This design comes from an exercise in tuning for small area and a short achievable clock period on the open sky130 flow, not from production work. The RTL was checked by simulation tests, not by an equivalence proof against the original design. Power figures rest on the tool's default switching activity, not on a simulated workload.

## flow/design.v (module list and top-level ports; edited modules follow where they fit)
// module alu_operations_five: 2580 lines
// module alu_fa: 4 lines
// module alu_ha: 4 lines
// module alu_a21o: 3 lines
// module alu_a221o: 3 lines
// module alu_and2: 3 lines
// module alu_inv: 3 lines
// module alu_nand2: 3 lines
// module alu_nor2: 3 lines
// module alu_o22ai: 3 lines
// module alu_xnor2: 3 lines
// module alu_xor2: 3 lines
module alu_operations_five (
    input  clk,
    input  rst_n,
    input  load,
    input  signed [31:0]  ID_EX_A,
    input  signed [31:0]  ID_EX_B,
    input  signed [5:0]   opcode,
    output reg signed [31:0] ALU_result
);
  // ...
==> flow/run.sh <==
#!/bin/bash
# synth_recipe.tcl (not shown) runs the flow's synth.tcl, then flattens the netlist and writes it again
# the make line also repeats each setting of config.mk as NAME=value (left out here)
make -C /OpenROAD-flow-scripts/flow DESIGN_CONFIG=/design/flow/config.mk WORK_HOME=/design/flow/orfs CLKGATE_MAP_FILE= SYNTH_SCRIPT=/design/flow/synth_recipe.tcl finish
==> flow/config.mk <==
export PLATFORM = sky130hd
export DESIGN_NAME = alu_operations_five
export DESIGN_NICKNAME = alu_operations_five
export VERILOG_FILES = /design/flow/design.v
export SDC_FILE = /design/flow/constraint.sdc
export NUM_CORES = 4
export LEC_CHECK = 0
export CAP_MARGIN = 20
export CORE_MARGIN = 2
export CORE_UTILIZATION = 40
export SETUP_SLACK_MARGIN = 2.0
export SLEW_MARGIN = 20
export SYNTH_HIERARCHICAL = 1
==> flow/constraint.sdc <==
create_clock -name core_clock -period 8.5 [get_ports {clk}]
set_input_delay 1.7000 -clock core_clock [delete_from_list [all_inputs] [get_ports {clk}]]
set_output_delay 1.7000 -clock core_clock [all_outputs]
set_load 0.01 [all_outputs]
==> Implementation_results.wiki, run 1 <==
{| class="wikitable"
! Metric !! Value
|-
| Setup slack on the worst flop-to-flop path || 4310 ps
|-
| Ys Warns || 7
|-
| Count of buffers from port buffering || 104
|-
| Register cell area after layout || 2800 µm²
|-
| Count of final setup violators || 0
|-
| Clock Network Area Fraction || 1.70%
|-
| Die outline area || 38900 µm²
|-
| Reg-to-reg critical path startpoint || q0[1]
|-
| Wl on met1 || 21400 µm
|-
| Post-route worst setup slack || 2090 ps
|-
| Status || finished clean
|-
| Worst EP required || 8630 ps
|-
| Post-synthesis adder-cell area fraction || 33.4%
|-
| Synth Flop Type || sky130_fd_sc_hd__edfxtp_1
|-
| Signal buf overhead || 8.27%
|-
| Final min period || 6410 ps
|-
| Share of cell area taken by multi-input logic gates || 69.7%
|-
| Clock network fraction of total power || 11.2%
|-
| Leading cell types by count after synthesis || sky130_fd_sc_hd__xor2_1 (352), sky130_fd_sc_hd__o22ai_1 (256), sky130_fd_sc_hd__fa_1 (210)
|-
| Pre-CTS setup slack || 1000 ps
|-
| Total length of routed met2 wires || 23400 µm
|-
| Number of stages on the worst hold path || 2
|-
| Unrepaired setup endpoints after global routing || no
|-
| Largest Pwr Group || combinational cells
|-
| Cell type with the largest total area after synthesis || sky130_fd_sc_hd__fa_1
|-
| Worst endpoint data arrival time || 6540 ps
|-
| Largest registers || ALU_result (32), q0 (32), q1 (32)
|-
| DR iter-0 viols || 1363
|-
| FMAX || 156 MHz
|-
| Tightest slew margin relative to the limit || 36.3%
|-
| Leak Pwr || 8.71 nW
|-
| Number of nets with antenna violations after routing || 0
|-
| Setup TNS || 0 ps
|-
| Hold Path Sink || ALU_result[21]
|-
| Met1 track utilization from global routing || 36.9%
|-
| Share of the clock period used by the worst path after layout || 75.4%
|-
| Number of cells upsized or downsized after cts || 13
|-
| Bufs and invs on worst path || 2
|-
| Critical path startpoint || ID_EX_B[1]
|}
==> run 2, diff against run 1 <==
--- a/flow/config.mk
+++ b/flow/config.mk
@@ -9,5 +9,4 @@
 export CORE_MARGIN = 2
 export CORE_UTILIZATION = 40
-export SETUP_SLACK_MARGIN = 2.0
 export SLEW_MARGIN = 20
 export SYNTH_HIERARCHICAL = 1
==> run 2 against run 1 <==
- sequential cell count unchanged
- sequential power about the same
- first-iteration DRC count up 0.15%
- clock skew down 1.3 ps
- synthesized cell count unchanged
- critical path depth up 1
- power down 1.5%
- via count down 1.2%
- non-clock buffer count up 3
- hold slack worse by 0.95 ps
- area after synthesis unchanged
- combinational power down 3%
- critical path type unchanged
- critical endpoint is now q0[29]
- largest cell class unchanged
- largest power group unchanged
- highest routed layer unchanged
==> Implementation_results.wiki, run 2 <==
{| class="wikitable"
! Metric !! Value
|-
| Status || finished clean
|-
| IR Drop Worst-Case VDD || 131 µV
|-
| Via total after detailed routing || 12300
|-
| Number of stages on the worst hold path || 2 (unchanged)
|-
| Worst endpoint data arrival time || 7130 ps (+590 ps)
|-
| Clock Tree Buf Depth || 2
|-
| Reg-to-reg critical path startpoint || q0[1]
|-
| Buffers inserted by post-CTS timing repair || 0
|-
| Met3 track utilization from global routing || 4.37%
|-
| Avg Cell Area, Syn || 10.9 µm²
|-
| Effective utilization at floorplan || 40.7%
|-
| Synthesized instance count || 1372
|-
| Number of nets with antenna violations after routing || 0 (unchanged)
|-
| Max-capacitance violation count || 0
|-
| Horiz. Die Dim || 197 µm
|-
| Vias per std cell || 6.15
|-
| Final standard cell area without fillers || 17200 µm²
|-
| Number of synthesized flops with an enable pin || 65
|-
| Count of buffers from port buffering || 104 (unchanged)
|-
| Flip-flop and latch count after synthesis || 99
|-
| Count of final setup violators || 0 (unchanged)
|-
| Antenna violations before repair || 0
|-
| Boundary pin count || 105
|-
| Number of cells upsized or downsized after cts || 0 (-13)
|-
| Cell Area, Placed || 16900 µm²
|-
| Ys Warns || 7 (unchanged)
|-
| Mean routed wirelength per cell || 24.9 µm
|-
| R2R cell count || 17
|-
| Bufs and invs on worst path || 2 (unchanged)
|-
| Ratio of total power to cell area || 225 nW/µm²
|-
| Number of levels in the clock H-tree || 3
|-
| Number of nets in the final layout || 1876
|-
| Synth Flop Type || sky130_fd_sc_hd__edfxtp_1
|-
| Clock latency on the worst-skew pair || 370 ps
|-
| Sinks on Clock Net || 99
|-
| Antenna diodes || 0
|-
| Top library cells by usage in the layout, fill and taps aside || sky130_fd_sc_hd__xor2_1 (352), sky130_fd_sc_hd__o22ai_1 (256), sky130_fd_sc_hd__fa_1 (210)
|-
| Setup TNS || 0 ps (unchanged)
|-
| Share of synthesized registers carrying an async set or reset || 34.3%
|-
| Sequential cell fraction of total power || 20.9%
|-
| FMAX || 143 MHz (-8.5%)
|-
| Crit path max-delay cell type || sky130_fd_sc_hd__and2_2
|-
| Total GRT Usage || 26.2%
|-
| Worst EP required || 8620 ps (about the same)
|-
| Leading cell types by count after synthesis || sky130_fd_sc_hd__xor2_1 (352), sky130_fd_sc_hd__o22ai_1 (256), sky130_fd_sc_hd__fa_1 (210)
|-
| Critical Path Fanout Max || 28
|-
| Tightest slew margin relative to the limit || 31.7% (-4.6 points)
|-
| Drt total wl || 50000 µm
|-
| Met1 track utilization from global routing || 36.2% (-0.71 points)
|-
| Cell type with the largest total area after synthesis || sky130_fd_sc_hd__fa_1
|-
| Global-route wire length before repair || 77600 µm
|-
| Cts bufs inserted || 9
|-
| Delay-heaviest family, CP || adder cells
|-
| Aggregate global routing overflow || 0
|-
| Clock tree from TritonCTS || done
|-
| Actual transition at the worst max-transition pin || 1020 ps
|-
| Final-report max-slew violation count || 0
|-
| Setup slack on the worst flop-to-flop path || 4420 ps (+110 ps)
|-
| Met2 global-route usage || 42.4%
|-
| Internal power summed over all cells || 0.00220 W
|-
| Share of layout cells above drive strength 1 || 5.53%
|-
| Area of the mapped netlist || 14900 µm²
|-
| Share of total power consumed by net switching || 43.0%
|-
| Hold Path Class || reg -> reg
|-
| Distinct cells, synth || 30
|-
| CTS clk-pin slew, worst paths || 80 ps
|-
| CP peak stage delay || 600 ps
|-
| Biggest area contributors in the synthesized netlist || sky130_fd_sc_hd__fa_1 (28%), sky130_fd_sc_hd__xor2_1 (21%), sky130_fd_sc_hd__edfxtp_1 (13%)
|-
| Type of element capturing the critical path || flip-flop
|-
| Clock root buffer || sky130_fd_sc_hd__clkbuf_16
|-
| Most repeated library cell on the critical path || sky130_fd_sc_hd__fa_1
|-
| Std cell rows || 70
|-
| R2r endpoint || ALU_result[0]
|-
| Final weighted congestion of routability-driven global placement || 0.910
|-
| Combinational share of power || 67.4%
|-
| Hold-fix buffers at CTS || 0
|-
| DR iter-0 viols || 1365 (+0.15%)
|-
| Category of the critical setup timing path || in -> reg
|-
| Largest registers || ALU_result (32), q0 (32), q1 (32)
|-
| Hold Path Sink || ALU_result[20]
|-
| Setup crit start kind || input port
|-
| Largest net degree at the start of global routing || 73
|-
| Die outline area || 38900 µm² (unchanged)
|-
| Most crowded layer after global routing || met2
|-
| Yosys top cell area share || 28.2%
|-
| Worst hold path startpoint || ALU_result[20]
|-
| Via count of the first global-routing pass || 12600
|-
| Layout-stage area growth over the synthesis result || 15.4%
|-
| Most common cell after layout, fill and taps aside || sky130_fd_sc_hd__xor2_1
|-
| Unrepaired setup endpoints after global routing || no
|-
| Leak Pwr || 8.62 nW (-0.98%)
|-
| Placed wire-length estimate || 36600 µm
|-
| Clock network fraction of total power || 11.6% (+0.4 points)
|-
| Die extent in y || 197 µm
|-
| Standard cell core area || 36700 µm²
|-
| Remaining design rule violation count || 0
|-
| Share of synthesized area occupied by flip-flops and latches || 18.8%
|-
| Most frequent cell after synthesis || sky130_fd_sc_hd__xor2_1
|-
| Net switching power || 0.00166 W
|-
| Final min period || 7010 ps (+598 ps)
|-
| Cell breakdown of the critical path || clkdlybuf4s50_1, and2_2, buf_4, nand2_1, o22ai_1, xor2_1, fa_1, fa_1, fa_1, fa_1, fa_1, fa_1, a221o_1
|-
| Final number of hold-violating endpoints || 0
|-
| Number of iterations in the first detailed-routing pass || 5
|-
| Final Skew || 14.6 ps
|-
| Share of the clock period used by the worst path after layout || 82.4% (+7.0 points)
|}
==> run 2: worst min-delay path, cell delays in order (launching register included) <==
cell	delay, ps
sky130_fd_sc_hd__dfrtp_1	370
sky130_fd_sc_hd__inv_1	50
sky130_fd_sc_hd__o21ai_1	50
==> run 2: per-layer routing <==
layer | up-vias | wire length [µm]
met5 | - | 0
met4 | 0 | 1360
met3 | 92 | 3670
met2 | 608 | 23100
met1 | 6298 | 21800
li1 | 5336 | -
==> run 2: per-module statistics from Yosys (local to each module, per instance), excerpt <==
module               times used  cells  flip-flops and latches
alu_and2                     37      1                       0
alu_operations_five           1    227                      99
alu_o22ai                   256      1                       0
alu_inv                       1      1                       0
alu_nor2                     16      1                       0
alu_xnor2                    15      1                       0
alu_a221o                    32      1                       0
==> run 2: cell families after synthesis <==
kind of cell               count (synthesis)  synth area share, %
AOI/OAI and AO/OA                        441                 20.1
adders and majority gates                272                 33.4
and+or+nand+nor                          147                 4.78
DFF                                       99                 18.8
xor gates and xnor gates                 367                 21.5
other                                      1               0.0251
buffers and inverters                     45                 1.43
==> run 2: area by class of cell <==
type / instances / area, µm²
Tap cell: 468 / 586
Fill cell: 3482 / 19500
Timing Repair Buffer: 158 / 1440
Sequential cell: 99 / 2800
Multi-Input combinational cell: 1229 / 12000
Clock buffer: 9 / 225
Inverter: 34 / 128
Clock inverter: 7 / 81.3
==> run 2: worst max path at each step <==
stage | start | end | slack [ps] | depth (start not counted)
floorplan | ID_EX_B[1] | q1[31] | 970 | 11
global placement | opcode[0] | q0[30] | 1220 | 13
detailed placement | opcode[2] | q0[30] | 1180 | 13
CTS | opcode[2] | q0[29] | 1560 | 13
global route | opcode[2] | q0[28] | 1290 | 13
finish | opcode[2] | q0[29] | 1490 | 13
==> run 2: power by group through the flow <==
stage,clock network (W),registers [W],logic [W]
6_report,0.000450,0.000810,0.00260
3_3_place_gp,0,0.000818,0.00256
2_1_floorplan,0,0.000807,0.00181
3_5_place_dp,0,0.000821,0.00259
4_1_cts,0.000457,0.000811,0.00260
5_1_grt,0.000472,0.000823,0.00289
==> run 2: through the flow <==
| stage | hold slack (ps) | cells | utilization (%) | power (W) | worst slack, ps |
|---|---|---|---|---|---|
| 2_1_floorplan | 540 | 1373 | - | 0.00261 | 974 |
| 3_5_place_dp | 508 | 1988 | 46.1 | 0.00341 | 1180 |
| 3_3_place_gp | 499 | 1988 | 46.1 | 0.00338 | 1220 |
| 6_report | 511 | 2004 | 46.9 | 0.00386 | 1490 |
| 4_1_cts | 517 | 2004 | 46.9 | 0.00387 | 1560 |
| 5_1_grt | 547 | 2004 | 46.9 | 0.00419 | 1290 |

==> static timing again, ports no longer ideal <==
In the flow no input, the clock included, has a driving cell. The finished layouts below were timed again as built, in two steps. Step 1 (the two cells are an assumption about what drives the block):
set clk [get_ports {clk}]
set_driving_cell -lib_cell sky130_fd_sc_hd__clkbuf_16 $clk
set_driving_cell -lib_cell sky130_fd_sc_hd__buf_2 [delete_from_list [all_inputs] $clk]
Step 2 adds t to the input delays and takes it off the output delays; t is the mean of the earliest and latest rising clock arrival at the registers after step 1. Input paths then give back, and output paths get back, about the clock's delay inside the block. Slacks: ideal / step 1 / step 2; pairs: ideal / step 1.
run	t (ns)	setup WS [ns]	worst hold slack (ns)
run 1	0.421	2.090 / 2.089 / 1.667	0.512 / 0.512 / 0.512
run 2	0.408	1.493 / 1.504 / 1.096	0.511 / 0.511 / 0.511
After both steps every run listed still meets setup and hold. The setup slack of run 1, which loses most, moves by -0.001 ns with the drivers and by -0.423 ns with both steps.
